Context: an optimization exercise on an open-source flow, tuned for a short achievable clock period and few clock cycles. The choices shown serve that exercise and are no tape-out recipe. Power and IR drop assume default switching activity.

==> flow/design.v (excerpt) <==
module cpu_pipeline (
    input clk,           
    input rst_n,         
    output [31:0] imem_addr,     
    input  [31:0] imem_rdata,    
    output [31:0] dmem_addr,     
    output [31:0] dmem_wdata,    
    output        dmem_we,       
    input  [31:0] dmem_rdata     
);
clock: 13.0 ns
lec_check: 0
cap_margin: 40
core_margin: 2
core_utilization: 50
cts_cluster_diameter: 100
cts_cluster_size: 20
place_density: 0.68
setup_slack_margin: 5
slew_margin: 40
standard.sh (not shown) runs the stock make flow with config.mk's settings and CLKGATE_MAP_FILE= SYNTH_SCRIPT=/design/flow/synth_recipe.tcl, a recipe that flattens the netlist after the stock synthesis.
==> flow/flow/run.sh <==
#!/bin/bash
# Layout flow: the standard flow (standard.sh: ORFS with the standard
# synthesis), with two changes to how the layout is made; the constraints
# (constraint.sdc) are unchanged:
#  - timing repair aims at a larger setup slack margin, so that it works
#    towards the period the design can reach rather than the design's 13 ns;
#  - after global placement, flow/outbuf.tcl moves each output port's buffer
#    next to the register that feeds it (detailed placement legalizes it).
# Each tool's log is in orfs/logs/; make's own output is in flow_make.log.
set -euo pipefail
MARGIN=${MARGIN:-9}
sed -e "s|SETUP_SLACK_MARGIN=[-0-9.]*|SETUP_SLACK_MARGIN=$MARGIN POST_GLOBAL_PLACE_TCL=$PWD/flow/outbuf.tcl|" standard.sh > standard_margin.sh
grep -q "SETUP_SLACK_MARGIN=$MARGIN" standard_margin.sh
bash standard_margin.sh finish > flow_make.log 2>&1
==> flow/flow/outbuf.tcl <==
# Move the buffer of each output port, and any inverter or buffer between
# it and the register that feeds it, next to that register, so that the
# buffer, not the register, drives the wire to the pin. Detailed placement
# legalizes the moved cells afterwards.
proc outbuf_driver {inst} {
  foreach it [$inst getITerms] {
    if {[$it isInputSignal] && [$it getNet] != "NULL"} {
      foreach jt [[$it getNet] getITerms] {
        if {[$jt isOutputSignal]} { return [$jt getInst] }
      }
    }
  }
  return ""
}
proc outbuf_is_single {inst} {
  set n 0
  foreach it [$inst getITerms] {
    if {[$it isInputSignal] && [$it getNet] != "NULL"} { incr n }
  }
  set m [[$inst getMaster] getName]
  return [expr {$n == 1 && [regexp {__(inv|buf|clkbuf|clkinv)_} $m]}]
}
set block [ord::get_db_block]
set moved 0
foreach bterm [$block getBTerms] {
  if {[$bterm getIoType] != "OUTPUT"} { continue }
  set net [$bterm getNet]
  if {$net == "NULL"} { continue }
  set buf ""
  foreach it [$net getITerms] {
    if {[$it isOutputSignal]} { set buf [$it getInst] }
  }
  if {$buf == ""} { continue }
  set chain [list $buf]
  set src [outbuf_driver $buf]
  while {$src != "" && [outbuf_is_single $src] && [llength $chain] < 4} {
    lappend chain $src
    set src [outbuf_driver $src]
  }
  if {$src == ""} { continue }
  set loc [$src getLocation]
  foreach c $chain {
    $c setLocation [lindex $loc 0] [lindex $loc 1]
    incr moved
  }
}
puts "outbuf: moved $moved cells next to the registers that drive the outputs"
The first run produced a clean layout.
Change:
--- a/flow/flow/run.sh
+++ b/flow/flow/run.sh
@@ -11 +11 @@
-MARGIN=${MARGIN:-9}
+MARGIN=${MARGIN:-9.3}
- CORE_UTILIZATION: 50 -> 40
- PLACE_DENSITY: 0.68 -> 0.6
Outcome:
- The new run produced a clean layout
- sequential power is about the same
- via count barely changes
- synthesized area does not change
- final area rose by 3.7%
- setup slack improves by 0.047 ns
- final cell count rose by 6.8%
- global-route usage fell by 6.0 points
Change:
--- a/flow/flow/run.sh
+++ b/flow/flow/run.sh
@@ -11 +11 @@
-MARGIN=${MARGIN:-9.3}
+MARGIN=${MARGIN:-9}
Result: Sequential share of layout area grows by 1.0 points; setup slack gets better by 0.059 ns; routed wire length decreases slightly; cell count decreases slightly; utilization fell by 1.1 points.
No functional check of the RTL was part of any run of this note.

cpu_pipeline, a different RTL version from the one above (not shown whole).
Size in the first run: about 11,000 cells after synthesis, ~2,300 flip-flops, roughly 160 I/O pins.
==> flow/config.mk <==
export PLATFORM = sky130hd
export DESIGN_NAME = cpu_pipeline
export DESIGN_NICKNAME = cpu_pipeline
export VERILOG_FILES = /design/flow/design.v
export SDC_FILE = /design/flow/constraint.sdc
export NUM_CORES = 8
export LEC_CHECK = 0
export CAP_MARGIN = 40
export CORE_MARGIN = 2
export CORE_UTILIZATION = 40
export CTS_CLUSTER_DIAMETER = 100
export CTS_CLUSTER_SIZE = 20
export PLACE_DENSITY = 0.6
export SETUP_SLACK_MARGIN = 5
export SLEW_MARGIN = 40
==> flow/constraint.sdc <==
create_clock -name core_clock -period 13.0 [get_ports {clk}]
set_input_delay 2.6000 -clock core_clock [delete_from_list [all_inputs] [get_ports {clk}]]
set_output_delay 2.6000 -clock core_clock [all_outputs]
set_load 0.01 [all_outputs]
==> flow/flow/run.sh <==
#!/bin/bash
# Layout flow: the standard flow (standard.sh: ORFS with the standard
# synthesis), with two changes to how the layout is made; the constraints
# (constraint.sdc) are unchanged:
#  - timing repair aims at a larger setup slack margin, so that it works
#    towards the period the design can reach rather than the design's 13 ns;
#  - after global placement, flow/outbuf.tcl moves each output port's buffer
#    next to the register that feeds it (detailed placement legalizes it).
# Each tool's log is in orfs/logs/; make's own output is in flow_make.log.
set -euo pipefail
MARGIN=${MARGIN:-9.1}
sed -e "s|SETUP_SLACK_MARGIN=[-0-9.]*|SETUP_SLACK_MARGIN=$MARGIN POST_GLOBAL_PLACE_TCL=$PWD/flow/outbuf.tcl|" standard.sh > standard_margin.sh
grep -q "SETUP_SLACK_MARGIN=$MARGIN" standard_margin.sh
bash standard_margin.sh finish > flow_make.log 2>&1
Scripts as last shown in full above: flow/flow/outbuf.tcl
Change:
--- a/flow/flow/run.sh
+++ b/flow/flow/run.sh
@@ -10,3 +10,3 @@
 set -euo pipefail
-MARGIN=${MARGIN:-9.1}
+MARGIN=${MARGIN:-9}
 sed -e "s|SETUP_SLACK_MARGIN=[-0-9.]*|SETUP_SLACK_MARGIN=$MARGIN POST_GLOBAL_PLACE_TCL=$PWD/flow/outbuf.tcl|" standard.sh > standard_margin.sh
Cell count drops by about 0.32%. Clock-buffer cell count drops by 1. Sequential share of layout area climbs by 0.50 points. Area after synthesis does not change. Worst setup slack improves by 0.013 ns. Maximum frequency climbs by 0.31%. Via count hardly moves. Non-clock buffer count drops by 53. Routed wire length is about the same. Combinational power drops by about 4%.
No functional check of the RTL was part of any run of this note.

[afterwards: timing with drivers on the ports]
In the flow no input, the clock included, has a driving cell. The finished layouts below were timed again as built, in two steps.
Step 1 assumes that a clkbuf_16 drives the clock port and a buf_2 every other input.
Step 2, shift: input delay + t, output delay - t, t = (earliest + latest rising clock arrival at the registers) / 2. This alone moves slack from input paths to output paths.
Slacks: no drivers / after step 1 / after step 2; pairs: no drivers / after step 1.
| run | t, ns | setup WS [ns] | clock arrival spread, ns |
|---|---|---|---|
| the first run of note 1 | 0.929 | 8.788 / 8.788 / 7.975 | 0.047 / 0.047 |
| the second run of note 1 | 0.943 | 8.836 / 8.836 / 8.354 | 0.107 / 0.107 |
| the third run of note 1 | 0.940 | 8.895 / 8.889 / 8.150 | 0.090 / 0.089 |
| the first run of note 2 | 0.924 | 8.972 / 8.888 / 8.234 | 0.106 / 0.106 |
| the second run of note 2 | 0.936 | 8.985 / 8.891 / 8.083 | 0.094 / 0.094 |
After both steps every run listed still meets setup and hold. The setup slack of the second run of note 2, which loses most, moves by -0.094 ns with the drivers and by -0.902 ns with both steps.
